From an optimization exercise on the open Yosys and OpenROAD flow, aimed at small area, a short achievable clock period and few clock cycles; shortcuts taken in it are not production practice.
Function was not checked in any run shown here: the RTL went through the layout flow alone.

$ cat design/flow/config.mk
export PLATFORM = sky130hd
export DESIGN_NAME = fir_single_chan
export DESIGN_NICKNAME = fir_single_chan
export VERILOG_FILES = /design/flow/design.v
export SDC_FILE = /design/flow/constraint.sdc
export NUM_CORES = 4
export LEC_CHECK = 0
export CAP_MARGIN = 20
export CORE_MARGIN = 2
export CORE_UTILIZATION = 40
export PLACE_DENSITY = 0.6
export SETUP_SLACK_MARGIN = 3.0
export SLEW_MARGIN = 20
$ cat design/flow/constraint.sdc
create_clock -name core_clock -period 5.5 [get_ports {clk}]
set_input_delay 1.1000 -clock core_clock [delete_from_list [all_inputs] [get_ports {clk}]]
set_output_delay 1.1000 -clock core_clock [all_outputs]
set_load 0.01 [all_outputs]
$ cat design/flow/design.v
module fir_single_chan (
  input clk,
  input rst,
  output logic [15:0] data_addr_rd_o,
  output logic [15:0] data_addr_wr_o,
  input  logic [15:0] data_din_i,
  output logic [15:0] data_dout_o,
  output logic        data_we_o,
  output logic        done_intr
);
logic [15:0] x1;
logic [16:0] s0, s1, s2;
always_ff @(posedge clk) begin
  x1 <= data_din_i;
  s0 <= {data_din_i[15], data_din_i} + {x1[15], x1};
  s1 <= s0;
  s2 <= s1;
end
logic [18:0] v[0:4];
always_ff @(posedge clk) begin
  v[0] <= {{2{s0[16]}}, s0} + {{2{s1[16]}}, s1} + {{2{s2[16]}}, s2};
  for (int i = 1; i < 5; i++) v[i] <= v[i-1];
end
logic [19:0] pa, pb;
logic [18:0] pc;
always_ff @(posedge clk) begin
  pa <= {v[0][18], v[0]} + {v[4][18], v[4]};
  pb <= {v[1][18], v[1]} + {v[3][18], v[3]};
end
assign pc = v[3];   
logic cs_s1, cs_c2;
logic cs_s3, cs_c4;
logic cs_s5, cs_c6;
logic cs_s7, cs_c8;
logic cs_s9, cs_c10;
logic cs_s11, cs_c12;
logic cs_s13, cs_c14;
logic cs_s15, cs_c16;
logic cs_s17, cs_c18;
logic cs_s19, cs_c20;
logic cs_s21, cs_c22;
logic cs_s23, cs_c24;
logic cs_s25, cs_c26;
logic cs_s27, cs_c28;
logic cs_s29, cs_c30;
logic cs_s31, cs_c32;
logic cs_s33, cs_c34;
logic cs_s35, cs_c36;
logic cs_s37, cs_c38;
logic cs_s39, cs_c40;
logic cs_s41, cs_c42;
logic cs_s43, cs_c44;
logic cs_s45, cs_c46;
logic cs_s47, cs_c48;
logic cs_s49, cs_c50;
logic cs_s51, cs_c52;
logic cs_s53, cs_c54;
logic cs_s55, cs_c56;
logic cs_s57, cs_c58;
logic cs_s59, cs_c60;
logic cs_s61, cs_c62;
logic cs_s63, cs_c64;
logic cs_s65, cs_c66;
logic cs_s67, cs_c68;
logic cs_s69, cs_c70;
logic cs_s71, cs_c72;
logic cs_s73, cs_c74;
logic cs_s75, cs_c76;
logic cs_s77, cs_c78;
logic cs_s79, cs_c80;
logic cs_s81, cs_c82;
logic cs_s83, cs_c84;
logic cs_s85, cs_c86;
logic cs_s87, cs_c88;
logic cs_s89, cs_c90;
logic cs_s91, cs_c92;
logic cs_s93, cs_c94;
logic cs_s95, cs_c96;
logic cs_s97, cs_c98;
logic cs_s99, cs_c100;
logic cs_s101, cs_c102;
logic cs_s103, cs_c104;
logic cs_s105, cs_c106;
logic cs_s107, cs_c108;
logic cs_s109, cs_c110;
logic cs_s111, cs_c112;
logic cs_s113, cs_c114;
logic cs_s115, cs_c116;
logic cs_s117, cs_c118;
logic cs_s119, cs_c120;
logic cs_s121, cs_c122;
logic cs_s123, cs_c124;
logic cs_s125, cs_c126;
logic cs_s127, cs_c128;
logic cs_s129, cs_c130;
logic cs_s131, cs_c132;
logic cs_s133, cs_c134;
logic cs_s135, cs_c136;
logic cs_s137, cs_c138;
logic cs_s139, cs_c140;
logic cs_s141, cs_c142;
logic cs_s143, cs_c144;
logic cs_s145, cs_c146;
logic cs_s147, cs_c148;
logic cs_s149, cs_c150;
logic cs_s151, cs_c152;
logic cs_s153, cs_c154;
logic cs_s155, cs_c156;
logic cs_r157;
logic cs_r158;
logic cs_r159;
logic cs_r160;
logic cs_r161;
logic cs_r162;
logic cs_r163;
logic cs_r164;
logic cs_r165;
logic cs_r166;
logic cs_r167;
logic cs_r168;
logic cs_r169;
logic cs_r170;
logic cs_r171;
logic cs_r172;
logic cs_r173;
logic cs_r174;
logic cs_r175;
logic cs_r176;
logic cs_r177;
logic cs_r178;
logic cs_r179;
logic cs_r180;
logic cs_r181;
logic cs_r182;
logic cs_r183;
logic cs_r184;
logic cs_r185;
logic cs_r186;
logic cs_r187;
logic cs_r188;
logic cs_r189;
logic cs_r190;
logic cs_r191;
logic cs_r192;
logic cs_r193;
logic cs_r194;
logic cs_r195;
logic cs_r196;
logic cs_r197;
logic cs_r198;
logic cs_r199;
logic cs_r200;
logic cs_r201;
logic cs_r202;
logic cs_r203;
assign cs_s1 = pa[15] ^ ~pa[18];
assign cs_c2 = pa[15] & ~pa[18];
assign cs_s3 = pa[0] ^ ~pa[3] ^ pb[0];
assign cs_c4 = (pa[0] & ~pa[3]) | (pa[0] & pb[0]) | (~pa[3] & pb[0]);
assign cs_s5 = pa[1] ^ ~pa[4] ^ pb[1];
assign cs_c6 = (pa[1] & ~pa[4]) | (pa[1] & pb[1]) | (~pa[4] & pb[1]);
assign cs_s7 = pb[3] ^ pc[1];
assign cs_c8 = pb[3] & pc[1];
assign cs_s9 = pa[2] ^ ~pa[5] ^ pb[2];
assign cs_c10 = (pa[2] & ~pa[5]) | (pa[2] & pb[2]) | (~pa[5] & pb[2]);
assign cs_s11 = pb[4] ^ pc[2] ^ pc[5];
assign cs_c12 = (pb[4] & pc[2]) | (pb[4] & pc[5]) | (pc[2] & pc[5]);
assign cs_s13 = pa[3] ^ ~pa[6] ^ pb[3];
assign cs_c14 = (pa[3] & ~pa[6]) | (pa[3] & pb[3]) | (~pa[6] & pb[3]);
assign cs_s15 = pb[5] ^ pc[3] ^ pc[6];
assign cs_c16 = (pb[5] & pc[3]) | (pb[5] & pc[6]) | (pc[3] & pc[6]);
assign cs_s17 = pa[4] ^ ~pa[7] ^ pb[4];
assign cs_c18 = (pa[4] & ~pa[7]) | (pa[4] & pb[4]) | (~pa[7] & pb[4]);
assign cs_s19 = pb[6] ^ pc[4] ^ pc[7];
assign cs_c20 = (pb[6] & pc[4]) | (pb[6] & pc[7]) | (pc[4] & pc[7]);
assign cs_s21 = pa[5] ^ ~pa[8] ^ pb[5];
assign cs_c22 = (pa[5] & ~pa[8]) | (pa[5] & pb[5]) | (~pa[8] & pb[5]);
assign cs_s23 = pb[7] ^ pc[5] ^ pc[8];
assign cs_c24 = (pb[7] & pc[5]) | (pb[7] & pc[8]) | (pc[5] & pc[8]);
assign cs_s25 = pa[6] ^ ~pa[9] ^ pb[6];
assign cs_c26 = (pa[6] & ~pa[9]) | (pa[6] & pb[6]) | (~pa[9] & pb[6]);
assign cs_s27 = pb[8] ^ pc[6] ^ pc[9];
assign cs_c28 = (pb[8] & pc[6]) | (pb[8] & pc[9]) | (pc[6] & pc[9]);
assign cs_s29 = pa[7] ^ ~pa[10] ^ pb[7];
assign cs_c30 = (pa[7] & ~pa[10]) | (pa[7] & pb[7]) | (~pa[10] & pb[7]);
assign cs_s31 = pb[9] ^ pc[7] ^ pc[10];
assign cs_c32 = (pb[9] & pc[7]) | (pb[9] & pc[10]) | (pc[7] & pc[10]);
assign cs_s33 = pa[8] ^ ~pa[11] ^ pb[8];
assign cs_c34 = (pa[8] & ~pa[11]) | (pa[8] & pb[8]) | (~pa[11] & pb[8]);
assign cs_s35 = pb[10] ^ pc[8] ^ pc[11];
assign cs_c36 = (pb[10] & pc[8]) | (pb[10] & pc[11]) | (pc[8] & pc[11]);
assign cs_s37 = pa[9] ^ ~pa[12] ^ pb[9];
assign cs_c38 = (pa[9] & ~pa[12]) | (pa[9] & pb[9]) | (~pa[12] & pb[9]);
assign cs_s39 = pb[11] ^ pc[9] ^ pc[12];
assign cs_c40 = (pb[11] & pc[9]) | (pb[11] & pc[12]) | (pc[9] & pc[12]);
assign cs_s41 = pa[10] ^ ~pa[13] ^ pb[10];
assign cs_c42 = (pa[10] & ~pa[13]) | (pa[10] & pb[10]) | (~pa[13] & pb[10]);
assign cs_s43 = pb[12] ^ pc[10] ^ pc[13];
assign cs_c44 = (pb[12] & pc[10]) | (pb[12] & pc[13]) | (pc[10] & pc[13]);
assign cs_s45 = pa[11] ^ ~pa[14] ^ pb[11];
assign cs_c46 = (pa[11] & ~pa[14]) | (pa[11] & pb[11]) | (~pa[14] & pb[11]);
assign cs_s47 = pb[13] ^ pc[11] ^ pc[14];
assign cs_c48 = (pb[13] & pc[11]) | (pb[13] & pc[14]) | (pc[11] & pc[14]);
assign cs_s49 = pa[12] ^ ~pa[15] ^ pb[12];
assign cs_c50 = (pa[12] & ~pa[15]) | (pa[12] & pb[12]) | (~pa[15] & pb[12]);
assign cs_s51 = pb[14] ^ pc[12] ^ pc[15];
assign cs_c52 = (pb[14] & pc[12]) | (pb[14] & pc[15]) | (pc[12] & pc[15]);
assign cs_s53 = pa[13] ^ ~pa[16] ^ pb[13];
assign cs_c54 = (pa[13] & ~pa[16]) | (pa[13] & pb[13]) | (~pa[16] & pb[13]);
assign cs_s55 = pb[15] ^ pc[13] ^ pc[16];
assign cs_c56 = (pb[15] & pc[13]) | (pb[15] & pc[16]) | (pc[13] & pc[16]);
assign cs_s57 = pa[14] ^ ~pa[17] ^ pb[14];
assign cs_c58 = (pa[14] & ~pa[17]) | (pa[14] & pb[14]) | (~pa[17] & pb[14]);
assign cs_s59 = pb[16] ^ pc[14] ^ pc[17];
assign cs_c60 = (pb[16] & pc[14]) | (pb[16] & pc[17]) | (pc[14] & pc[17]);
assign cs_s61 = cs_s1 ^ pb[15] ^ pb[17];
assign cs_c62 = (cs_s1 & pb[15]) | (cs_s1 & pb[17]) | (pb[15] & pb[17]);
assign cs_s63 = pc[15] ^ ~pc[18] ^ 1'b1;
assign cs_c64 = (pc[15] & ~pc[18]) | (pc[15] & 1'b1) | (~pc[18] & 1'b1);
assign cs_s65 = pa[16] ^ pa[19] ^ pb[16];
assign cs_c66 = (pa[16] & pa[19]) | (pa[16] & pb[16]) | (pa[19] & pb[16]);
assign cs_s67 = pb[18] ^ pc[16] ^ cs_c2;
assign cs_c68 = (pb[18] & pc[16]) | (pb[18] & cs_c2) | (pc[16] & cs_c2);
assign cs_s69 = pa[17] ^ pb[17] ^ ~pb[19];
assign cs_c70 = (pa[17] & pb[17]) | (pa[17] & ~pb[19]) | (pb[17] & ~pb[19]);
assign cs_s71 = cs_s3 ^ pb[2];
assign cs_c72 = cs_s3 & pb[2];
assign cs_s73 = cs_s5 ^ cs_s7 ^ pc[4];
assign cs_c74 = (cs_s5 & cs_s7) | (cs_s5 & pc[4]) | (cs_s7 & pc[4]);
assign cs_s75 = cs_s9 ^ cs_s11 ^ cs_c6;
assign cs_c76 = (cs_s9 & cs_s11) | (cs_s9 & cs_c6) | (cs_s11 & cs_c6);
assign cs_s77 = cs_s13 ^ cs_s15 ^ cs_c10;
assign cs_c78 = (cs_s13 & cs_s15) | (cs_s13 & cs_c10) | (cs_s15 & cs_c10);
assign cs_s79 = cs_s17 ^ cs_s19 ^ cs_c14;
assign cs_c80 = (cs_s17 & cs_s19) | (cs_s17 & cs_c14) | (cs_s19 & cs_c14);
assign cs_s81 = cs_s21 ^ cs_s23 ^ cs_c18;
assign cs_c82 = (cs_s21 & cs_s23) | (cs_s21 & cs_c18) | (cs_s23 & cs_c18);
assign cs_s83 = cs_s25 ^ cs_s27 ^ cs_c22;
assign cs_c84 = (cs_s25 & cs_s27) | (cs_s25 & cs_c22) | (cs_s27 & cs_c22);
assign cs_s85 = cs_s29 ^ cs_s31 ^ cs_c26;
assign cs_c86 = (cs_s29 & cs_s31) | (cs_s29 & cs_c26) | (cs_s31 & cs_c26);
assign cs_s87 = cs_s33 ^ cs_s35 ^ cs_c30;
assign cs_c88 = (cs_s33 & cs_s35) | (cs_s33 & cs_c30) | (cs_s35 & cs_c30);
assign cs_s89 = cs_s37 ^ cs_s39 ^ cs_c34;
assign cs_c90 = (cs_s37 & cs_s39) | (cs_s37 & cs_c34) | (cs_s39 & cs_c34);
assign cs_s91 = cs_s41 ^ cs_s43 ^ cs_c38;
assign cs_c92 = (cs_s41 & cs_s43) | (cs_s41 & cs_c38) | (cs_s43 & cs_c38);
assign cs_s93 = cs_s45 ^ cs_s47 ^ cs_c42;
assign cs_c94 = (cs_s45 & cs_s47) | (cs_s45 & cs_c42) | (cs_s47 & cs_c42);
assign cs_s95 = cs_s49 ^ cs_s51 ^ cs_c46;
assign cs_c96 = (cs_s49 & cs_s51) | (cs_s49 & cs_c46) | (cs_s51 & cs_c46);
assign cs_s97 = cs_s53 ^ cs_s55 ^ cs_c50;
assign cs_c98 = (cs_s53 & cs_s55) | (cs_s53 & cs_c50) | (cs_s55 & cs_c50);
assign cs_s99 = cs_s57 ^ cs_s59 ^ cs_c54;
assign cs_c100 = (cs_s57 & cs_s59) | (cs_s57 & cs_c54) | (cs_s59 & cs_c54);
assign cs_s101 = cs_s61 ^ cs_s63 ^ cs_c58;
assign cs_c102 = (cs_s61 & cs_s63) | (cs_s61 & cs_c58) | (cs_s63 & cs_c58);
assign cs_s103 = cs_s65 ^ cs_s67 ^ cs_c62;
assign cs_c104 = (cs_s65 & cs_s67) | (cs_s65 & cs_c62) | (cs_s67 & cs_c62);
assign cs_s105 = cs_s69 ^ pc[17] ^ cs_c66;
assign cs_c106 = (cs_s69 & pc[17]) | (cs_s69 & cs_c66) | (pc[17] & cs_c66);
assign cs_s107 = pa[18] ^ pb[18] ^ ~pc[18];
assign cs_c108 = (pa[18] & pb[18]) | (pa[18] & ~pc[18]) | (pb[18] & ~pc[18]);
assign cs_s109 = ~pa[19] ^ ~pb[19];
assign cs_c110 = ~pa[19] & ~pb[19];
assign cs_s111 = ~pa[0] ^ pc[0];
assign cs_c112 = ~pa[0] & pc[0];
assign cs_s113 = ~pa[1] ^ pb[0] ^ pc[1];
assign cs_c114 = (~pa[1] & pb[0]) | (~pa[1] & pc[1]) | (pb[0] & pc[1]);
assign cs_s115 = ~pa[2] ^ pb[1] ^ pc[2];
assign cs_c116 = (~pa[2] & pb[1]) | (~pa[2] & pc[2]) | (pb[1] & pc[2]);
assign cs_s117 = cs_s71 ^ pc[0] ^ pc[3];
assign cs_c118 = (cs_s71 & pc[0]) | (cs_s71 & pc[3]) | (pc[0] & pc[3]);
assign cs_s119 = cs_s73 ^ cs_c4 ^ cs_c72;
assign cs_c120 = (cs_s73 & cs_c4) | (cs_s73 & cs_c72) | (cs_c4 & cs_c72);
assign cs_s121 = cs_s75 ^ cs_c8 ^ cs_c74;
assign cs_c122 = (cs_s75 & cs_c8) | (cs_s75 & cs_c74) | (cs_c8 & cs_c74);
assign cs_s123 = cs_s77 ^ cs_c12 ^ cs_c76;
assign cs_c124 = (cs_s77 & cs_c12) | (cs_s77 & cs_c76) | (cs_c12 & cs_c76);
assign cs_s125 = cs_s79 ^ cs_c16 ^ cs_c78;
assign cs_c126 = (cs_s79 & cs_c16) | (cs_s79 & cs_c78) | (cs_c16 & cs_c78);
assign cs_s127 = cs_s81 ^ cs_c20 ^ cs_c80;
assign cs_c128 = (cs_s81 & cs_c20) | (cs_s81 & cs_c80) | (cs_c20 & cs_c80);
assign cs_s129 = cs_s83 ^ cs_c24 ^ cs_c82;
assign cs_c130 = (cs_s83 & cs_c24) | (cs_s83 & cs_c82) | (cs_c24 & cs_c82);
assign cs_s131 = cs_s85 ^ cs_c28 ^ cs_c84;
assign cs_c132 = (cs_s85 & cs_c28) | (cs_s85 & cs_c84) | (cs_c28 & cs_c84);
assign cs_s133 = cs_s87 ^ cs_c32 ^ cs_c86;
assign cs_c134 = (cs_s87 & cs_c32) | (cs_s87 & cs_c86) | (cs_c32 & cs_c86);
assign cs_s135 = cs_s89 ^ cs_c36 ^ cs_c88;
assign cs_c136 = (cs_s89 & cs_c36) | (cs_s89 & cs_c88) | (cs_c36 & cs_c88);
assign cs_s137 = cs_s91 ^ cs_c40 ^ cs_c90;
assign cs_c138 = (cs_s91 & cs_c40) | (cs_s91 & cs_c90) | (cs_c40 & cs_c90);
assign cs_s139 = cs_s93 ^ cs_c44 ^ cs_c92;
assign cs_c140 = (cs_s93 & cs_c44) | (cs_s93 & cs_c92) | (cs_c44 & cs_c92);
assign cs_s141 = cs_s95 ^ cs_c48 ^ cs_c94;
assign cs_c142 = (cs_s95 & cs_c48) | (cs_s95 & cs_c94) | (cs_c48 & cs_c94);
assign cs_s143 = cs_s97 ^ cs_c52 ^ cs_c96;
assign cs_c144 = (cs_s97 & cs_c52) | (cs_s97 & cs_c96) | (cs_c52 & cs_c96);
assign cs_s145 = cs_s99 ^ cs_c56 ^ cs_c98;
assign cs_c146 = (cs_s99 & cs_c56) | (cs_s99 & cs_c98) | (cs_c56 & cs_c98);
assign cs_s147 = cs_s101 ^ cs_c60 ^ cs_c100;
assign cs_c148 = (cs_s101 & cs_c60) | (cs_s101 & cs_c100) | (cs_c60 & cs_c100);
assign cs_s149 = cs_s103 ^ cs_c64 ^ cs_c102;
assign cs_c150 = (cs_s103 & cs_c64) | (cs_s103 & cs_c102) | (cs_c64 & cs_c102);
assign cs_s151 = cs_s105 ^ cs_c68 ^ cs_c104;
assign cs_c152 = (cs_s105 & cs_c68) | (cs_s105 & cs_c104) | (cs_c68 & cs_c104);
assign cs_s153 = cs_s107 ^ cs_c70 ^ cs_c106;
assign cs_c154 = (cs_s107 & cs_c70) | (cs_s107 & cs_c106) | (cs_c70 & cs_c106);
assign cs_s155 = cs_s109 ^ 1'b1 ^ cs_c108;
assign cs_c156 = (cs_s109 & 1'b1) | (cs_s109 & cs_c108) | (1'b1 & cs_c108);
always_ff @(posedge clk) begin
  cs_r157 <= cs_s111;
  cs_r158 <= cs_s113;
  cs_r159 <= cs_c112;
  cs_r160 <= cs_s115;
  cs_r161 <= cs_c114;
  cs_r162 <= cs_s117;
  cs_r163 <= cs_c116;
  cs_r164 <= cs_s119;
  cs_r165 <= cs_c118;
  cs_r166 <= cs_s121;
  cs_r167 <= cs_c120;
  cs_r168 <= cs_s123;
  cs_r169 <= cs_c122;
  cs_r170 <= cs_s125;
  cs_r171 <= cs_c124;
  cs_r172 <= cs_s127;
  cs_r173 <= cs_c126;
  cs_r174 <= cs_s129;
  cs_r175 <= cs_c128;
  cs_r176 <= cs_s131;
  cs_r177 <= cs_c130;
  cs_r178 <= cs_s133;
  cs_r179 <= cs_c132;
  cs_r180 <= cs_s135;
  cs_r181 <= cs_c134;
  cs_r182 <= cs_s137;
  cs_r183 <= cs_c136;
  cs_r184 <= cs_s139;
  cs_r185 <= cs_c138;
  cs_r186 <= cs_s141;
  cs_r187 <= cs_c140;
  cs_r188 <= cs_s143;
  cs_r189 <= cs_c142;
  cs_r190 <= cs_s145;
  cs_r191 <= cs_c144;
  cs_r192 <= cs_s147;
  cs_r193 <= cs_c146;
  cs_r194 <= cs_s149;
  cs_r195 <= cs_c148;
  cs_r196 <= cs_s151;
  cs_r197 <= cs_c150;
  cs_r198 <= cs_s153;
  cs_r199 <= cs_c152;
  cs_r200 <= cs_s155;
  cs_r201 <= cs_c154;
  cs_r202 <= cs_c110;
  cs_r203 <= cs_c156;
end
logic [23:0] sum_a, sum_b, sum;
assign sum_a = {cs_r202, cs_r200, cs_r198, cs_r196, cs_r194, cs_r192, cs_r190, cs_r188, cs_r186, cs_r184, cs_r182, cs_r180, cs_r178, cs_r176, cs_r174, cs_r172, cs_r170, cs_r168, cs_r166, cs_r164, cs_r162, cs_r160, cs_r158, cs_r157};
assign sum_b = {cs_r203, cs_r201, cs_r199, cs_r197, cs_r195, cs_r193, cs_r191, cs_r189, cs_r187, cs_r185, cs_r183, cs_r181, cs_r179, cs_r177, cs_r175, cs_r173, cs_r171, cs_r169, cs_r167, cs_r165, cs_r163, cs_r161, cs_r159, 1'b1};
assign sum = sum_a + sum_b;
always_ff @(posedge clk) data_dout_o <= sum[23:8];
logic start;
assign start = (data_addr_rd_o == 16'd13);
always_ff @(posedge clk) begin
  if (rst) begin
    data_addr_rd_o <= 16'd1;
    data_addr_wr_o <= 16'hffff;
    data_we_o <= 1'b0;
    done_intr <= 1'b0;
  end else begin
    data_addr_rd_o <= data_addr_rd_o + 16'd1;
    if (done_intr) begin
      data_we_o <= 1'b0;
    end else if (data_we_o | start) begin
      data_we_o <= 1'b1;
      data_addr_wr_o <= data_addr_wr_o + 16'd1;
      if (data_addr_wr_o == 16'hfffe) done_intr <= 1'b1;
    end
  end
end
endmodule
$ cat design/flow/flow/run.sh
#!/bin/bash
# Own layout flow: the standard ORFS flow (standard.sh, standard synthesis), with the
# ports buffered by plain buffers instead of the delay cells buffer_ports picks by default,
# and sizing not held to the cells' footprints. Each tool's output goes to a log here.
set -uo pipefail
bash standard.sh \
  'BUFFER_PORTS_ARGS=-buffer_cell sky130_fd_sc_hd__buf_4' \
  MATCH_CELL_FOOTPRINT=0 \
  finish > flow_make.log 2>&1
status=$?
cp -r orfs/logs flow_logs 2>/dev/null || true
exit $status
$ cat design/flow/standard.sh
#!/bin/bash
# synth_recipe.tcl (not shown) runs the flow's synth.tcl, then flattens the netlist and writes it again
# the make line also repeats each setting of config.mk as NAME=value (left out here)
make -C /OpenROAD-flow-scripts/flow DESIGN_CONFIG=/design/flow/config.mk WORK_HOME=/design/flow/orfs CLKGATE_MAP_FILE= SYNTH_SCRIPT=/design/flow/synth_recipe.tcl "${@:-finish}"
==> impl_metrics.tcl, run 1 <==
set metrics [dict create \
    antenna_found_initial 0 \
    cts.htree.levels 2 \
    async_flop_share_pct 0 \
    drtIter0Drc 291 \
    syn_avg_cell_area_um2 11.31 \
    path_class "reg2reg" \
    finalWorstSetupSlack_ns 2.654 \
    netlist_top_cells_area "dfxtp_1, fa_1, ha_1" \
    fp.dieArea_um2 33640 \
    clkTransAtPathRegs_ns 0.06 \
    slew_headroom_pct 66.90 \
    hold_viol 0 \
    synth_edf_count 0 \
    post-route-min-period_ns 2.846 \
    syn_to_final_growth_pct 20.12 \
    core-area_um2 31640 \
    r2r-end "v[0][18]$_DFF_P_" \
    cp.required_ns 5.91 \
    cp-end-kind "register" \
    fin_skew_ns 0.02795 \
    cts-hold-fix-buffers 0 \
    r2r-start "s2[2]$_DFF_P_" \
    finalSetupViolations 0 \
    grt_pass1_wl_mm 36.41 \
    synth-seq-area-share_pct 46.49 \
    critPathLaunch "s2[2]$_DFF_P_" \
    wire_per_inst_um 12.77 \
    n_antenna_cell 0 \
    ant_nets 0 \
    grt_max_degree 35 \
    overflow 0 \
    clk_latency_ns 0.52 \
    grt.total_usage_pct 13.13 \
    cts_tree "done" \
    rows 65 \
    gp_congestion 0.7832 \
    r2r_slack_ns 2.65 \
    wirelength_mm 21.40 \
    final_nets 1464 \
    ys_warn_count 2 \
    holdCritPathClass "reg2reg" \
    maxCapViolCount 0 \
    dieHeight_um 183.4 \
    cp_max_fo 2 \
    hp-start "v[2][13]$_DFF_P_" \
    final.setup.tns_ns 0 \
    netlist_area_um2 12870 \
    first_pass_iters 4 \
    synth_cell_types 64 \
    worstSetupStartpointType "register" \
    worst_slew_pin_slew_ns 0.4927 \
    synthDominantCellAreaShare_pct 46.49 \
    instances_no_fill 1676 \
    syn-num-nets 1352 \
    fmax_mhz 351.4 \
    die_x_um 183.4 \
    post-route-drc-count 0 \
    clock-sinks 299 \
    rsz0062_at_grt "true" \
    vias 7862 \
    first_global_vias 7913 \
    ys_seq_elements 299 \
    port_buffers 67 \
    placed_cells 1600 \
    maxSlewViolCount 0 \
    cts_made_buffers 34 \
    reg2reg_depth 9 \
    pin_count 68 \
    synth_ff_type "dfxtp_1" \
    place_hpwl_mm 15.89 \
    cts-root-buf "clkbuf_16" \
    status "timing/DRC/antenna clean" \
    start_util_pct 40.70 \
    crit_end "v[0][18]$_DFF_P_" \
    yosysTopAreaCell "dfxtp_1" \
    drt-vias-per-instance 4.691 \
    drive_gt1_share_pct 16.48 \
    clockBufferDepth 3 \
    fin_crit_sh_pct 51.74 \
    worstPathArrival_ns 3.25 \
    dp_slack_ns 2.299 \
    synthCells 1138 \
]
==> cell usage after synthesis (all sizes together) (6+ instances only) <==
master	instances
dfxtp	299
inv	130
ha	104
fa	92
nor2	66
a21oi	61
xnor2	53
xor2	41
o21ai	39
nand2	33
a21o	25
nand2b	21
nand3	21
o21a	17
and3	14
nor3	12
o21bai	11
a31oi	9
nor2b	8
nand4	6
or3	6
==> state kept, by name, summed over array words and instances, names as in the netlist, 17 cells and up <==
register,flops
s1,17
s0,17
pb,20
s2,17
pa,20
v,95
==> worst max-delay path: stages, from the launching register on <==
cell	delay, ns
dfxtp_2	0.32
fa_2	0.60
ha_4	0.20
a211o_1	0.28
a21oi_2	0.17
o21ai_2	0.10
a221oi_2	0.33
a21oi_2	0.12
o41a_1	0.37
a221oi_2	0.25
==> cells in the final DEF, fill, tap and decap left out, types with 4 or more instances in the layout <==
master	n
dfxtp_1	289
inv_1	129
ha_1	93
fa_1	88
buf_4	81
nor2_1	63
xnor2_1	52
a21oi_1	47
xor2_1	41
clkbuf_16	35
nand2_1	33
a21o_1	25
nand3_1	21
nand2b_1	21
o21ai_0	17
o21a_1	16
o21ai_1	14
and3_1	14
a21oi_2	13
o21bai_1	10
nor3_1	10
dfxtp_2	9
ha_4	8
o21ai_2	7
nor2b_1	7
clkinv_2	7
nand4_1	6
a31oi_1	6
clkbuf_8	6
or3_1	5
o211ai_1	5
a221oi_2	5
nor4_1	4
nor3b_1	4
a211oi_1	4
fa_2	4
==> cell families after synthesis <==
| logic type | Yosys count | share of synthesized area [%] |
|---|---|---|
| compound gates | 204 | 10.52 |
| xor+xnor | 94 | 6.395 |
| fa+ha+maj | 196 | 24.41 |
| buf+inv | 137 | 4.004 |
| flops | 299 | 46.49 |
| mux | 1 | 0.07775 |
| simple gates | 207 | 8.095 |
==> how the worst min path moves through the flow <==
| stage | end | depth (start not counted) |
|---|---|---|
| floorplan | v[3][0]$_DFF_P_ | 0 |
| global placement | v[3][8]$_DFF_P_ | 0 |
| detailed placement | v[3][11]$_DFF_P_ | 0 |
| CTS | v[3][7]$_DFF_P_ | 0 |
| global route | v[3][13]$_DFF_P_ | 0 |
| finish | v[3][13]$_DFF_P_ | 0 |
==> through the flow <==
step                      utilization [%]  hold WS [ns]  instance area [um^2]
after floorplan                         -        0.3096                 13010
after global placement              44.20        0.3107                 13980
after detailed placement            44.20        0.3121                 13980
after CTS                           48.34        0.3249                 15290
after global routing                48.88        0.3279                 15460
final                               48.88        0.3243                 15460
==> layer usage <==
layer / GRT usage [%] / vias up / routed length, um
met1: 17.90 / 3649 / 10470
met5: 0 / - / 0
met3: 2.462 / 43 / 860
met2: 21.10 / 116 / 9552
met4: 4.224 / 0 / 512
li1: - / 4054 / -
==> final cells by class <==
type / count / area [um^2]
Tap cell: 402 / 503.0
Clock buffer: 44 / 969.7
Multi-Input combinational cell: 702 / 6684
Sequential cell: 299 / 6001
Fill cell: 2842 / 16170
Timing Repair Buffer: 83 / 630.6
Clock inverter: 16 / 188.9
Inverter: 130 / 488.0
==> what timing repair did <==
item	in CTS	in global routing
pin swaps	19	20
buffers inserted	8	8
gates resized for setup	23	25
setup endpoints to repair	13	23
endpoints found under the hold margin	0	0
==> inputs of run 2 (changes only) <==
--- a/design/flow/design.v
+++ b/design/flow/design.v
@@ -9,15 +9,17 @@
   output logic        done_intr
 );
-logic [15:0] x1;
-logic [16:0] s0, s1, s2;
+logic [15:0] x0, x1;
+logic [16:0] s0, s1;
 always_ff @(posedge clk) begin
-  x1 <= data_din_i;
-  s0 <= {data_din_i[15], data_din_i} + {x1[15], x1};
+  x0 <= data_din_i;
+  x1 <= x0;
+  s0 <= {x0[15], x0} + {x1[15], x1};
   s1 <= s0;
-  s2 <= s1;
 end
+logic [17:0] p;
 logic [18:0] v[0:4];
 always_ff @(posedge clk) begin
-  v[0] <= {{2{s0[16]}}, s0} + {{2{s1[16]}}, s1} + {{2{s2[16]}}, s2};
+  p <= {s0[16], s0} + {s1[16], s1};
+  v[0] <= {{2{s0[16]}}, s0} + {p[17], p};
   for (int i = 1; i < 5; i++) v[i] <= v[i-1];
 end
@@ -365,19 +367,19 @@
 always_ff @(posedge clk) data_dout_o <= sum[23:8];
 logic start;
-assign start = (data_addr_rd_o == 16'd13);
+assign start = (data_addr_rd_o[3:0] == 4'd14);
 always_ff @(posedge clk) begin
   if (rst) begin
     data_addr_rd_o <= 16'd1;
-    data_addr_wr_o <= 16'hffff;
+    data_addr_wr_o <= 16'hfff2;
     data_we_o <= 1'b0;
     done_intr <= 1'b0;
   end else begin
     data_addr_rd_o <= data_addr_rd_o + 16'd1;
+    data_addr_wr_o <= data_addr_wr_o + 16'd1;
     if (done_intr) begin
       data_we_o <= 1'b0;
     end else if (data_we_o | start) begin
       data_we_o <= 1'b1;
-      data_addr_wr_o <= data_addr_wr_o + 16'd1;
-      if (data_addr_wr_o == 16'hfffe) done_intr <= 1'b1;
+      if (data_we_o && data_addr_wr_o == 16'hfffe) done_intr <= 1'b1;
     end
   end
--- a/design/flow/config.mk
+++ b/design/flow/config.mk
@@ -9,5 +9,8 @@
 export CORE_MARGIN = 2
 export CORE_UTILIZATION = 40
+export CTS_BUF_LIST = sky130_fd_sc_hd__clkbuf_16
+export CTS_CLUSTER_DIAMETER = 100
+export CTS_CLUSTER_SIZE = 22
 export PLACE_DENSITY = 0.6
-export SETUP_SLACK_MARGIN = 3.0
+export SETUP_SLACK_MARGIN = 3.2
 export SLEW_MARGIN = 20
==> run 2 against run 1 <==
Via count rose by 11%. Core utilization is 2.2 points lower. Register-to-register slack gained 0.51 ns. Final cell count grew 9.8%. Sequential share of layout area increased by 0.93 points. Synthesized cell count is 12% higher. Maximum frequency increased by 22%. Routed wire length grew 8.7%. Critical path type unchanged. Critical endpoint is now data_dout_o[15]$_DFF_P_. Largest cell class unchanged.
==> impl_metrics.tcl, run 2 <==
set metrics [dict create \
    rsz0062_at_grt "true" \
    drtIter0Drc 374 \
    status "timing/DRC/antenna clean" \
    first_pass_iters 5 \
    synth_common_cells "dfxtp_1, inv_1, ha_1, fa_1, xnor2_1" \
    cts_made_buffers 18 \
    fillers 3208 \
    synth-seq-area-share_pct 45.68 \
    synth_ff_type "dfxtp_1" \
    rows 68 \
    pin_count 68 \
    post-route-min-period_ns 2.333 \
    clock-sinks 316 \
    antenna_found_initial 0 \
    holdCritPathClass "reg2reg" \
    syn-num-nets 1493 \
    synth_most_common_cell "dfxtp_1" \
    syn_avg_cell_area_um2 10.84 \
    layout_commonest_cell "dfxtp_1" \
    cp.required_ns 5.95 \
    synth_cell_types 62 \
    hp-start "v[2][7]$_DFF_P_" \
    cts-hold-fix-buffers 0 \
    synthDominantCellAreaShare_pct 45.68 \
    grt_pass1_wl_mm 39.36 \
    path_class "reg2reg" \
    clkTransAtPathRegs_ns 0.09 \
    netlist_top_cells_area "dfxtp_1, ha_1, fa_1" \
    r2r-end "data_dout_o[15]$_DFF_P_" \
    clk_latency_ns 0.51 \
    cts_tree "done" \
    synth_edf_count 0 \
    hold_ws_ns 0.3272 \
    synthCells 1277 \
    r2r_slack_ns 3.17 \
    hold_end "v[3][7]$_DFF_P_" \
    fp.dieArea_um2 36120 \
    layout_common_cells "dfxtp_1, inv_1, ha_1" \
    hold_viol 0 \
    worstSetupStartpointType "register" \
    start_util_pct 40.39 \
    cts-root-buf "clkbuf_16" \
    grt_max_degree 35 \
    ant_nets 0 \
    cts.htree.levels 1 \
    first_global_vias 8537 \
    final.setup.tns_ns 0 \
    worstPathArrival_ns 2.78 \
    async_flop_share_pct 0 \
    fin_skew_ns 0.01067 \
    overflow 0 \
    core-area_um2 34290 \
    largest_reg_flops 95 \
    wirelength_mm 23.27 \
    reg2reg_depth 8 \
    maxCapViolCount 0 \
    hold_depth 0 \
    port_buffers 67 \
    dieHeight_um 190.1 \
    gp_congestion 0.8321 \
    clockBufferDepth 3 \
    finalSetupViolations 0 \
    maxSlewViolCount 0 \
    syn_to_final_growth_pct 15.53 \
    regMostFlops "v" \
    grt.total_usage_pct 12.97 \
    worst_slew_pin_slew_ns 0.4830 \
    yosysTopAreaCell "dfxtp_1" \
    wire_per_inst_um 12.65 \
    fmax_mhz 428.7 \
    post-route-drc-count 0 \
    ys_seq_elements 316 \
    netlist_area_um2 13850 \
    fin_crit_sh_pct 42.41 \
    drive_gt1_share_pct 15.88 \
    die_x_um 190.1 \
    r2r-start "cs_r168$_DFF_P_" \
    final_nets 1600 \
    place_hpwl_mm 17.26 \
    cp_max_fo 4 \
    drt-vias-per-instance 4.740 \
    top_regs "v: 95 flops, pa: 20 flops, pb: 20 flops" \
    slew_headroom_pct 66.97 \
    cp-end-kind "register" \
    n_antenna_cell 0 \
    ys_warn_count 2 \
    vias 8721 \
]
==> run 2: cell count changes after synthesis, moves of 8 or more <==
cell,before,now
dfxtp_1,299,316
o21ai_1,20,1
o21ai_0,18,45
ha_1,104,122
nand2b_1,21,29
nand3_1,21,31
nor2b_1,8,20
xnor2_1,53,73
inv_1,129,153
fa_1,92,76
==> run 2: worst max path at each step <==
stage	to	startpoint	slack [ns]
after global placement	pa[18]$_DFF_P_	v[0][0]$_DFF_P_	2.82
after detailed placement	pa[18]$_DFF_P_	v[0][0]$_DFF_P_	2.76
after global routing	data_dout_o[15]$_DFF_P_	cs_r167$_DFF_P_	3.06
final	data_dout_o[15]$_DFF_P_	cs_r168$_DFF_P_	3.17
after CTS	data_dout_o[15]$_DFF_P_	cs_r166$_DFF_P_	3.08
after floorplan	pa[18]$_DFF_P_	v[0][0]$_DFF_P_	3.12
==> run 2: critical path, cell delays in order (launching register included) <==
cell       delay (ns)
dfxtp_2          0.34
ha_4             0.17
or4_4            0.53
o2111ai_4        0.10
nor3_2           0.07
or3_4            0.40
a41o_4           0.30
a221oi_4         0.22
xnor2_1          0.13
==> run 2: timing repair <==
item | in CTS | in global routing
setup endpoints to repair | 35 | 37
pin swaps | 31 | 45
setup buffers | 17 | 9
gates resized for setup | 54 | 53
==> run 2: final cells by class <==
type / count / area (um^2) / area share (%)
Multi-Input combinational cell: 802 / 7300 / 45.62
Sequential cell: 316 / 6357 / 39.74
Timing Repair Buffer: 93 / 701.9 / 4.387
Inverter: 153 / 574.3 / 3.590
Tap cell: 455 / 569.3 / 3.558
Clock buffer: 19 / 475.5 / 2.972
Clock inverter: 2 / 21.27 / 0.1329
==> run 2: cells by family (layout without fill, tap and decap cells) <==
logic type	Yosys count	after routing	synth area share [%]
and+or+nand+nor	250	250	9.243
muxes	2	2	0.1446
buffers and inverters	159	267	4.310
xor gates and xnor gates	108	108	6.830
DFF	316	316	45.68
AOI/OAI and AO/OA	244	244	11.78
adders and majority gates	198	198	22.01
==> run 2: per-stage QoR <==
stage                     std cells  cell area, um^2  util [%]  worst slack [ns]
after detailed placement       1793            14940     43.57             2.759
after global routing           1840            16000     46.66             3.057
after global placement         1793            14940     43.57             2.823
after floorplan                1277            13890         -             3.118
after CTS                      1831            15740     45.91             3.080
final                          1840            16000     46.66             3.167
==> run 2: per-layer routing <==
layer / routed length [um] / up-vias / global-route usage (%)
met5: 0 / - / 0
met4: 519 / 0 / 3.280
met3: 804 / 39 / 2.140
met2: 10420 / 135 / 21.10
met1: 11530 / 4034 / 17.98
li1: - / 4513 / -
==> inputs of run 3 (changes only) <==
==> design/flow/design.v (replaced) <==
module fir_single_chan (
  input clk,
  input rst,
  output logic [15:0] data_addr_rd_o,
  output logic [15:0] data_addr_wr_o,
  input  logic [15:0] data_din_i,
  output logic [15:0] data_dout_o,
  output logic        data_we_o,
  output logic        done_intr
);
logic [15:0] w[0:7];
always_ff @(posedge clk) begin
  w[0] <= data_din_i;
  for (int i = 1; i < 8; i++) w[i] <= w[i-1];
end
logic [16:0] pa, pb, pc, pd;
always_ff @(posedge clk) begin
  pa <= {w[0][15], w[0]} + {w[7][15], w[7]};
  pb <= {w[1][15], w[1]} + {w[6][15], w[6]};
  pc <= {w[2][15], w[2]} + {w[5][15], w[5]};
  pd <= {w[3][15], w[3]} + {w[4][15], w[4]};
end
logic [23:0] ea, eb, ec, ed, sum;
assign ea = {{7{pa[16]}}, pa};
assign eb = {{7{pb[16]}}, pb};
assign ec = {{7{pc[16]}}, pc};
assign ed = {{7{pd[16]}}, pd};
assign sum = (ea << 3) - ea + (eb << 4) + (eb << 3)
           + (ec << 5) + (ec << 3) + (ec << 1) + ec
           + (ed << 6) - (ed << 3) - ed;
always_ff @(posedge clk) data_dout_o <= sum[23:8];
logic start;
assign start = (data_addr_rd_o == 16'd11);
always_ff @(posedge clk) begin
  if (rst) begin
    data_addr_rd_o <= 16'd1;
    data_addr_wr_o <= 16'hffff;
    data_we_o <= 1'b0;
    done_intr <= 1'b0;
  end else begin
    data_addr_rd_o <= data_addr_rd_o + 16'd1;
    if (done_intr) begin
      data_we_o <= 1'b0;
    end else if (data_we_o | start) begin
      data_we_o <= 1'b1;
      data_addr_wr_o <= data_addr_wr_o + 16'd1;
      if (data_addr_wr_o == 16'hfffe) done_intr <= 1'b1;
    end
  end
end
endmodule
==> design/flow/run.sh (new file) <==
#!/bin/bash
# synth_recipe.tcl (not shown) runs the flow's synth.tcl, then flattens the netlist and writes it again
# the make line also repeats each setting of config.mk as NAME=value (left out here)
make -C /OpenROAD-flow-scripts/flow DESIGN_CONFIG=/design/flow/config.mk WORK_HOME=/design/flow/orfs CLKGATE_MAP_FILE= SYNTH_SCRIPT=/design/flow/synth_recipe.tcl finish
--- a/design/flow/config.mk
+++ b/design/flow/config.mk
@@ -9,8 +9,4 @@
 export CORE_MARGIN = 2
 export CORE_UTILIZATION = 40
-export CTS_BUF_LIST = sky130_fd_sc_hd__clkbuf_16
-export CTS_CLUSTER_DIAMETER = 100
-export CTS_CLUSTER_SIZE = 22
 export PLACE_DENSITY = 0.6
-export SETUP_SLACK_MARGIN = 3.2
 export SLEW_MARGIN = 20
removed: design/flow/flow/run.sh
removed: design/flow/standard.sh
==> run 3 against run 2 <==
Final cell count shrank 5.1%. Sequential share of layout area is 7.6 points lower. Worst setup slack got worse by 2.7 ns. Critical path depth up 9. Still clean.
==> impl_metrics.tcl, run 3 <==
set metrics [dict create \
    pin_count 68 \
    worstPathArrival_ns 5.43 \
    cts.htree.levels 1 \
    r2r-end "data_dout_o[15]$_DFF_P_" \
    ys_warn_count 2 \
    grt_pass1_wl_mm 42.75 \
    wirelength_mm 24.83 \
    syn_to_final_growth_pct 15.21 \
    clockBufferDepth 3 \
    fp.dieArea_um2 34780 \
    first_pass_iters 5 \
    ant_nets 0 \
    post-route-min-period_ns 4.985 \
    clock-sinks 246 \
    cp.required_ns 5.95 \
    synthDominantCellAreaShare_pct 36.97 \
    synth_cell_types 63 \
    hold_end "w[1][7]$_DFF_P_" \
    fin_crit_sh_pct 90.64 \
    cts_setup_buffers 0 \
    cp_cell_sequence "inv_1 -> fa_1 -> inv_1 -> fa_1 -> inv_1 -> fa_1 -> fa_1 -> inv_1 -> fa_1 -> inv_1 -> ha_1 -> and3_1 -> a21oi_1 -> o32ai_2 -> nand4_1 -> o211ai_1 -> xnor2_1" \
    synth_edf_count 0 \
    instances_no_fill 1747 \
    syn_avg_cell_area_um2 11.09 \
    start_util_pct 40.74 \
    maxSlewViolCount 0 \
    syn-num-nets 1481 \
    hold_depth 0 \
    holdCritPathClass "reg2reg" \
    overflow 0 \
    n_antenna_cell 0 \
    cp_slowest_stage_delay_ns 0.63 \
    clkTransAtPathRegs_ns 0.06 \
    largest_reg_flops 128 \
    synth_common_cells "dfxtp_1, inv_1, fa_1, ha_1, a21oi_1" \
    synthCells 1201 \
    cp_max_fo 9 \
    layout_commonest_cell "dfxtp_1" \
    place_hpwl_mm 20.19 \
    cp-end-kind "register" \
    final_nets 1568 \
    drtIter0Drc 279 \
    fin_util_pct 46.93 \
    fin_skew_ns 0.01240 \
    cts-root-buf "clkbuf_16" \
    placed_cells 1702 \
    hp-start "w[0][7]$_DFF_P_" \
    synth-seq-area-share_pct 36.97 \
    cts_tree "done" \
    wire_per_inst_um 14.21 \
    fmax_mhz 200.6 \
    critPathSlowestCell "dfxtp_1" \
    rsz0062_at_grt "false" \
    port_buffers 67 \
    netlist_top_cells_area "dfxtp_1, fa_1, ha_1" \
    vias 8227 \
    cts_made_buffers 26 \
    async_flop_share_pct 0 \
    grt_max_degree 35 \
    netlist_area_um2 13320 \
    slew_headroom_pct 60.85 \
    postCtsResizedCells 0 \
    ys_seq_elements 246 \
    first_global_vias 8879 \
    reg2reg_depth 17 \
    synth_ff_type "dfxtp_1" \
    layout_common_cells "dfxtp_1, inv_1, fa_1" \
    gp_congestion 0.8408 \
    drt-vias-per-instance 4.709 \
    worstSetupStartpointType "register" \
    cts-hold-fix-buffers 0 \
    antenna_found_initial 0 \
    core-area_um2 32700 \
    yosysTopAreaCell "dfxtp_1" \
    dieHeight_um 186.5 \
    path_class "reg2reg" \
    grt.total_usage_pct 14.78 \
    post-route-drc-count 0 \
    rows 66 \
    r2r_slack_ns 0.51 \
    dp_slack_ns 0.4892 \
    maxCapViolCount 0 \
    final.setup.tns_ns 0 \
    status "timing/DRC/antenna clean" \
    fillers 3047 \
    hold_viol 0 \
    finalWorstSetupSlack_ns 0.5149 \
    die_x_um 186.5 \
    finalSetupViolations 0 \
    worst_slew_pin_slew_ns 0.5873 \
    regMostFlops "w" \
    synth_most_common_cell "dfxtp_1" \
    clk_latency_ns 0.52 \
    drive_gt1_share_pct 4.368 \
    r2r-start "pd[16]$_DFF_P_" \
]
==> run 3: worst max-delay path by stage <==
stage / endpoint / slack [ns] / from / cells after the start
2_1_floorplan: data_dout_o[13]$_DFF_P_ / 0.59 / pa[16]$_DFF_P_ / 17
6_report: data_dout_o[15]$_DFF_P_ / 0.51 / pd[16]$_DFF_P_ / 17
3_5_place_dp: data_dout_o[15]$_DFF_P_ / 0.49 / pd[16]$_DFF_P_ / 16
5_1_grt: data_dout_o[15]$_DFF_P_ / 0.18 / pd[16]$_DFF_P_ / 16
4_1_cts: data_dout_o[15]$_DFF_P_ / 0.49 / pd[16]$_DFF_P_ / 16
3_3_place_gp: data_dout_o[15]$_DFF_P_ / 0.64 / pd[16]$_DFF_P_ / 16
==> run 3: per-layer routing <==
metal	track usage, %	wire length (um)	vias to the layer above
met2	23.84	10930	147
met4	3.510	387	0
met1	20.68	12430	3920
li1	-	-	4127
met3	2.727	1077	33
met5	0	0	-
==> run 3: kinds of logic (layout without fill, tap and decap cells) <==
group | Yosys count | in the layout | synth area share (%)
adder cells (fa/ha/maj) | 262 | 262 | 33.40
flip-flops | 246 | 246 | 36.97
AND/OR/NAND/NOR | 216 | 216 | 8.707
buffers and inverters | 196 | 300 | 5.617
AO/OA/AOI/OAI | 194 | 194 | 9.580
XOR/XNOR | 86 | 86 | 5.654
multiplexers | 1 | 1 | 0.07514
==> run 3: metrics by stage <==
stage                     cell area (um^2)  hold slack [ns]
after floorplan                      13320           0.3345
after global placement               14510           0.3400
after detailed placement             14510           0.3438
after CTS                            15350           0.3512
after global routing                 15350           0.3548
final                                15350           0.3515
==> run 3: layout make-up <==
| cell class | count | area (um^2) | share of cell area (%) |
|---|---|---|---|
| clock buffers | 37 | 753.2 | 4.908 |
| flip-flops and latches | 246 | 4925 | 32.09 |
| multi-input cells | 759 | 7649 | 49.84 |
| clock inverters | 8 | 92.59 | 0.6033 |
| repair buffers | 68 | 673.1 | 4.386 |
| inverters | 187 | 701.9 | 4.574 |
| well taps | 442 | 553.0 | 3.603 |
==> run 3: worst max-delay path, delay by kind of cell (launching register included) <==
| kind | cells | cell delay, ns |
|---|---|---|
| compound gates | 3 | 0.49 |
| xor+xnor | 1 | 0.14 |
| fa+ha+maj | 6 | 2.97 |
| buf+inv | 5 | 0.36 |
| flops | 1 | 0.63 |
| simple gates | 2 | 0.33 |
==> inputs of run 4 (changes only) <==
--- a/design/flow/config.mk
+++ b/design/flow/config.mk
@@ -6,7 +6,9 @@
 export NUM_CORES = 4
 export LEC_CHECK = 0
+export ABC_CLOCK_PERIOD_IN_PS = 2000
 export CAP_MARGIN = 20
 export CORE_MARGIN = 2
 export CORE_UTILIZATION = 40
 export PLACE_DENSITY = 0.6
+export SETUP_SLACK_MARGIN = 3.0
 export SLEW_MARGIN = 20
==> run 4 against run 3 <==
Clock-buffer cell count down 3. Sequential share of layout area down 0.91 points. Hold slack worse by 0.0043 ns. Design area up 4.6%. Sequential cell count unchanged.
==> impl_metrics.tcl, run 4 <==
set metrics [dict create \
    status "timing/DRC/antenna clean" \
    largest_reg_flops 128 \
    finalSetupViolations 0 \
    cts-hold-fix-buffers 0 \
    slew_headroom_pct 63.88 \
    multiInputGateArea_um2 7963 \
    wire_per_inst_um 14.69 \
    start_util_pct 40.74 \
    yosysTopAreaCell "dfxtp_1" \
    grt_max_degree 35 \
    synth_most_common_cell "dfxtp_1" \
    netlist_top_cells_area "dfxtp_1, fa_1, ha_1" \
    cts-root-buf "clkbuf_16" \
    holdCritPathClass "reg2reg" \
    cts_made_buffers 27 \
    wirelength_mm 26.08 \
    pin_count 68 \
    synth_cell_types 63 \
    layout_commonest_cell "dfxtp_1" \
    rsz0062_at_grt "true" \
    first_global_vias 8964 \
    final_nets 1596 \
    cp.required_ns 5.96 \
    grt_pass1_wl_mm 43.83 \
    clk_latency_ns 0.54 \
    design_area_um2 16050 \
    synth_edf_count 0 \
    highest_layer "met4" \
    overflow 0 \
    synth_top_family_by_area "adder cells" \
    cts.htree.levels 1 \
    port_buffers 67 \
    yosys.area_share.simple_pct 8.707 \
    ant_nets 0 \
    first_pass_iters 6 \
    vias 8370 \
    async_flop_share_pct 0 \
    dr_wl_met2_mm 11.78 \
    placed_cells 1701 \
    post-route-drc-count 0 \
    synth-seq-area-share_pct 36.97 \
    fp.dieArea_um2 34780 \
    die_x_um 186.5 \
    ff_latch_area_um2 5005 \
    met3_length_mm 1.053 \
    finalWorstSetupSlack_ns 0.9309 \
    place_area_um2 14640 \
    dieHeight_um 186.5 \
    ys_seq_elements 246 \
    instances_no_fill 1775 \
    n_antenna_cell 0 \
    layout_common_cells "dfxtp_1, inv_1, fa_1" \
    cp_max_fo 3 \
    clock-sinks 246 \
    cts_tree "done" \
    dp_slack_ns 0.8580 \
    fillers 2995 \
    synth_common_cells "dfxtp_1, inv_1, fa_1, ha_1, a21oi_1" \
    worstSetupStartpointType "register" \
    syn_to_final_growth_pct 20.51 \
    core-area_um2 32700 \
    synth_xor_area_share_pct 5.654 \
    worst_slew_pin_slew_ns 0.5418 \
    synthCells 1201 \
    regMostFlops "w" \
    post-route-min-period_ns 4.569 \
    syn_avg_cell_area_um2 11.09 \
    path_class "reg2reg" \
    fmax_mhz 218.9 \
    clockBufferDepth 3 \
    hold_viol 0 \
    synthDominantCellAreaShare_pct 36.97 \
    grt.total_usage_pct 15.31 \
    drive_gt1_share_pct 15.38 \
    syn-num-nets 1481 \
    synth_fa_ha_area_share_pct 33.40 \
    rows 66 \
    worstPathArrival_ns 5.02 \
    cp-end-kind "register" \
    maxCapViolCount 0 \
    clkTransAtPathRegs_ns 0.06 \
    ys_warn_count 2 \
    synth_mux_area_share_pct 0.07514 \
    maxSlewViolCount 0 \
    place_hpwl_mm 20.57 \
    synth_compound_area_share_pct 9.580 \
    netlist_area_um2 13320 \
    drtIter0Drc 362 \
    antenna_found_initial 0 \
    drt-vias-per-instance 4.715 \
    gp_congestion 0.8206 \
    fin_crit_sh_pct 83.07 \
    final.setup.tns_ns 0 \
    wl_met1_mm 12.81 \
    synth_ff_type "dfxtp_1" \
    fin_skew_ns 0.01942 \
]
-- run 4: area by class of cell --
class / count / area share, %
multi-input combinational: 759 / 49.60
inverter: 187 / 4.388
clock buffer: 34 / 4.754
tap: 442 / 3.445
timing repair buffer: 95 / 5.378
sequential: 246 / 31.17
clock inverter: 12 / 1.263
-- run 4: worst max-delay path, cell delays in order, from the launching register on --
cell and delay [ns]:
dfxtp_2 0.34, inv_4 0.05, fa_1 0.56, inv_2 0.05
fa_1 0.54, fa_1 0.45, fa_1 0.52, fa_1 0.45
ha_4 0.25, buf_4 0.14, a21o_1 0.15, a211o_1 0.30
a221oi_2 0.29, o21bai_1 0.14, a21oi_2 0.14, xnor2_1 0.11
-- run 4: cell families after synthesis --
kind of cell / Yosys count
adders and majority gates: 262
DFF: 246
and+or+nand+nor: 216
buffers and inverters: 196
AOI/OAI and AO/OA: 194
xor gates and xnor gates: 86
muxes: 1
-- run 4: repair_timing --
action | in CTS | in global routing
resized for setup | 99 | 49
setup buffers | 18 | 10
setup endpoints to repair | 66 | 35
pin swaps | 41 | 35
-- run 4: per-layer routing --
layer | up-vias | global-route usage (%)
met5 | - | 0
met4 | 0 | 3.419
met3 | 35 | 2.821
met2 | 148 | 25.27
met1 | 4006 | 21.02
li1 | 4181 | -
-- run 4: per-stage QoR --
| step | util [%] | hold slack, ns |
|---|---|---|
| global route | 49.09 | 0.3589 |
| floorplan | - | 0.3345 |
| finish | 49.09 | 0.3472 |
| detailed placement | 44.76 | 0.3424 |
| CTS | 48.35 | 0.3462 |
| global placement | 44.76 | 0.3383 |
-- run 4: path summary, 6_finish.rpt --
| kind | endpoint | start | slack [ns] | cells past startpoint |
|---|---|---|---|---|
| worst max-delay path | data_dout_o[8]$_DFF_P_ | pa[7]$_DFF_P_ | 0.93 | 15 |
| worst min-delay path | w[2][8]$_DFF_P_ | w[1][8]$_DFF_P_ | 0.35 | 0 |
| worst max register to register | data_dout_o[8]$_DFF_P_ | pa[7]$_DFF_P_ | 0.93 | 15 |
| worst min register to register | w[2][8]$_DFF_P_ | w[1][8]$_DFF_P_ | 0.35 | 0 |
==> inputs of run 5 (changes only) <==
--- a/design/flow/design.v
+++ b/design/flow/design.v
@@ -26,10 +26,13 @@
 assign ec = {{7{pc[16]}}, pc};
 assign ed = {{7{pd[16]}}, pd};
-assign sum = (ea << 3) - ea + (eb << 4) + (eb << 3)
-           + (ec << 5) + (ec << 3) + (ec << 1) + ec
-           + (ed << 6) - (ed << 3) - ed;
+logic [23:0] p, q;
+always_ff @(posedge clk) begin
+  p <= (ea << 3) - ea + (eb << 4) + (eb << 3);
+  q <= (ec << 5) + (ec << 3) + (ec << 1) + ec + (ed << 6) - (ed << 3) - ed;
+end
+assign sum = p + q;
 always_ff @(posedge clk) data_dout_o <= sum[23:8];
 logic start;
-assign start = (data_addr_rd_o == 16'd11);
+assign start = (data_addr_rd_o == 16'd12);
 always_ff @(posedge clk) begin
   if (rst) begin
--- a/design/flow/config.mk
+++ b/design/flow/config.mk
@@ -6,9 +6,7 @@
 export NUM_CORES = 4
 export LEC_CHECK = 0
-export ABC_CLOCK_PERIOD_IN_PS = 2000
 export CAP_MARGIN = 20
 export CORE_MARGIN = 2
 export CORE_UTILIZATION = 40
 export PLACE_DENSITY = 0.6
-export SETUP_SLACK_MARGIN = 3.0
 export SLEW_MARGIN = 20
==> run 5 against run 4 <==
Sequential share of layout area is 1.3 points higher. Global-route usage is 0.27 points higher. Via count is 25% higher. Still clean on timing, DRC and antenna. Hold slack better by 0.0036 ns.
==> impl_metrics.tcl, run 5 <==
set metrics [dict create \
    postCtsResizedCells 0 \
    syn-num-nets 1819 \
    fillers 3613 \
    final_nets 1913 \
    place_hpwl_mm 24.40 \
    use_met3_pct 2.500 \
    cp_max_fo 3 \
    clkTransAtPathRegs_ns 0.06 \
    gp_congestion 0.8472 \
    holdCritPathClass "reg2reg" \
    largest_reg_flops 128 \
    port_buffers 67 \
    n_antenna_cell 0 \
    cts-hold-fix-buffers 0 \
    slew_headroom_pct 51.76 \
    clock-sinks 293 \
    finalSetupViolations 0 \
    crit_top_cell "inv_1" \
    fp.dieArea_um2 40440 \
    dieHeight_um 201.1 \
    multiInputGateArea_um2 8665 \
    async_flop_share_pct 0 \
    hold_viol 0 \
    clk_latency_ns 0.53 \
    crit_family "adder cells" \
    worstSetupStartpointType "register" \
    die_x_um 201.1 \
    grt_max_degree 35 \
    synth_edf_count 0 \
    cp.required_ns 5.89 \
    regMostFlops "w" \
    synth_common_cells "dfxtp_1, inv_1, ha_1, fa_1, nor2_1" \
    first_pass_iters 5 \
    syn_avg_cell_area_um2 10.13 \
    critPathSlowestCell "fa_1" \
    layout_common_cells "dfxtp_1, inv_1, ha_1" \
    yosysTopAreaCell "dfxtp_1" \
    synthDominantCellAreaShare_pct 37.75 \
    final.setup.tns_ns 0 \
    cp_slowest_stage_delay_ns 0.54 \
    antenna_found_initial 3 \
    hold_ws_ns 0.3508 \
    maxSlewViolCount 0 \
    drtIter0Drc 465 \
    cts_setup_buffers 0 \
    first_global_vias 10720 \
    core-area_um2 38470 \
    drt-vias-per-instance 4.812 \
    worstPathArrival_ns 5.24 \
    ant_nets 0 \
    top_regs "w: 128 flops, q: 24 flops, p: 23 flops" \
    grt_use_met2_pct 25.35 \
    overflow 0 \
    ys_seq_elements 293 \
    worst_slew_pin_slew_ns 0.7192 \
    worst-path-buf-inv 5 \
    grt.total_usage_pct 15.58 \
    dp_slack_ns 0.6409 \
    synthCells 1534 \
    ys_warn_count 2 \
    pin_count 68 \
    finalWorstSetupSlack_ns 0.6490 \
    cp_cell_sequence "inv_1 -> fa_1 -> inv_1 -> fa_1 -> inv_1 -> fa_1 -> inv_1 -> ha_1 -> ha_1 -> inv_1 -> fa_1 -> nor2b_1 -> o31a_1 -> o21ai_0 -> a2111oi_2 -> nor3_1 -> o41ai_1 -> xor2_1" \
    start_util_pct 40.39 \
    synth-seq-area-share_pct 37.75 \
    fin_skew_ns 0.03149 \
    ff_latch_area_um2 5866 \
    synth_ff_type "dfxtp_1" \
    vias 10450 \
    cp-end-kind "register" \
    cts.htree.levels 2 \
    cts_made_buffers 35 \
    fmax_mhz 206.1 \
    rows 72 \
    drive_gt1_share_pct 4.414 \
    busiest_layer "met2" \
    fin_crit_sh_pct 88.20 \
    path_class "reg2reg" \
    status "timing/DRC/antenna clean" \
    netlist_top_cells_area "dfxtp_1, fa_1, ha_1" \
    wire_per_inst_um 14.14 \
    maxCapViolCount 0 \
    grtUsageMet1_pct 21.18 \
    syn_to_final_growth_pct 16.27 \
    cts-root-buf "clkbuf_16" \
    synth_cell_types 72 \
    grt_pass1_wl_mm 51.55 \
    post-route-drc-count 0 \
    layout_commonest_cell "dfxtp_1" \
    rsz0062_at_grt "false" \
    clockBufferDepth 3 \
    post-route-min-period_ns 4.851 \
    cts_tree "done" \
    netlist_area_um2 15540 \
    wirelength_mm 30.71 \
    synth_most_common_cell "dfxtp_1" \
]
[run 5: cell count changes after synthesis, moves of 14 or more]
| cell | before | now |
|---|---|---|
| inv_1 | 187 | 257 |
| dfxtp_1 | 246 | 293 |
| nor2_1 | 53 | 84 |
| fa_1 | 156 | 114 |
| ha_1 | 106 | 153 |
| o21ai_0 | 18 | 55 |
| a21oi_1 | 62 | 76 |
| a21o_1 | 20 | 39 |
| xor2_1 | 28 | 45 |
| nand2_1 | 30 | 57 |
| xnor2_1 | 58 | 73 |
[run 5: through the flow]
step / cells / util, % / area [um^2]
after floorplan: 1534 / - / 15540
after global placement: 2109 / 43.73 / 16820
after detailed placement: 2109 / 43.73 / 16820
after CTS: 2172 / 46.98 / 18070
after global routing: 2172 / 46.96 / 18060
final: 2172 / 46.96 / 18060
[run 5: worst register-to-register path, cell delays in order (launching register included)]
cell and delay (ns):
dfxtp_1 0.33, inv_1 0.10, fa_1 0.54, inv_1 0.05, fa_1 0.53, inv_1 0.05, fa_1 0.53, inv_1 0.04
ha_1 0.27, ha_1 0.16, inv_1 0.05, fa_1 0.39, nor2b_1 0.19, o31a_1 0.16, o21ai_0 0.18, a2111oi_2 0.51
nor3_1 0.14, o41ai_1 0.41, xor2_1 0.10
[run 5: final timing paths]
| kind | start | endpoint | slack (ns) | cells after the start |
|---|---|---|---|---|
| worst max-delay path | pc[1]$_DFF_P_ | q[22]$_DFF_P_ | 0.65 | 18 |
| worst max register to register | pc[1]$_DFF_P_ | q[22]$_DFF_P_ | 0.65 | 18 |
| worst min register to register | w[6][0]$_DFF_P_ | w[7][0]$_DFF_P_ | 0.35 | 0 |
| worst min-delay path | w[6][0]$_DFF_P_ | w[7][0]$_DFF_P_ | 0.35 | 0 |
[run 5: final cells by class]
cell class                      count  area share, %
Timing Repair Buffer               68          3.726
Multi-Input combinational cell    973          47.96
Clock buffer                       49          5.700
Clock inverter                     14          1.212
Tap cell                          518          3.588
Sequential cell                   293          32.47
Inverter                          257          5.340
[run 5: logic make-up after synthesis]
| kind of cell | after synthesis | synth area share (%) |
|---|---|---|
| XOR/XNOR | 118 | 6.652 |
| AND/OR/NAND/NOR | 290 | 9.245 |
| AO/OA/AOI/OAI | 296 | 12.73 |
| flip-flops | 293 | 37.75 |
| buffers and inverters | 268 | 6.483 |
| multiplexers | 2 | 0.1289 |
| adder cells (fa/ha/maj) | 267 | 27.01 |
[run 5: layer usage]
metal / part of all wire (%) / vias up / wire, um
li1: - / 5294 / -
met5: 0 / - / 0
met1: 49 / 4918 / 15150
met3: 3.6 / 58 / 1120
met2: 44 / 181 / 13600
met4: 2.7 / 0 / 835

-- separate check: timing with driven ports --
The results above use ideal ports. As a check the final layouts listed here were re-extracted and re-timed, cells and wires unchanged. Step 1 (the two cells are an assumption about what drives the block):
set clk [get_ports {clk}]
set_driving_cell -lib_cell sky130_fd_sc_hd__clkbuf_16 $clk
set_driving_cell -lib_cell sky130_fd_sc_hd__buf_2 [delete_from_list [all_inputs] $clk]
Step 2 adds t to the input delays and takes it off the output delays; t is the mean of the earliest and latest rising clock arrival at the registers after step 1. Input paths then give back, and output paths get back, about the clock's delay inside the block. Three values: ideal, step 1, step 2; two values: the first two.
run	t, ns	slack for setup (ns)	hold WS [ns]	pins driven straight from the clock port
run 1	0.551	2.654 / 2.654 / 2.339	0.324 / 0.324 / 0.324	1
run 2	0.554	3.167 / 3.167 / 3.167	0.327 / 0.327 / 0.327	1
run 3	0.566	0.515 / 0.515 / 0.515	0.352 / 0.352 / 0.352	1
run 4	0.579	0.931 / 0.931 / 0.931	0.347 / 0.347 / 0.347	1
run 5	0.566	0.649 / 0.649 / 0.649	0.351 / 0.351 / 0.351	1
After both steps setup and hold are still met in every run listed. The setup slack of run 1, which loses most, moves by 0.000 ns with the drivers and by -0.315 ns with both steps.
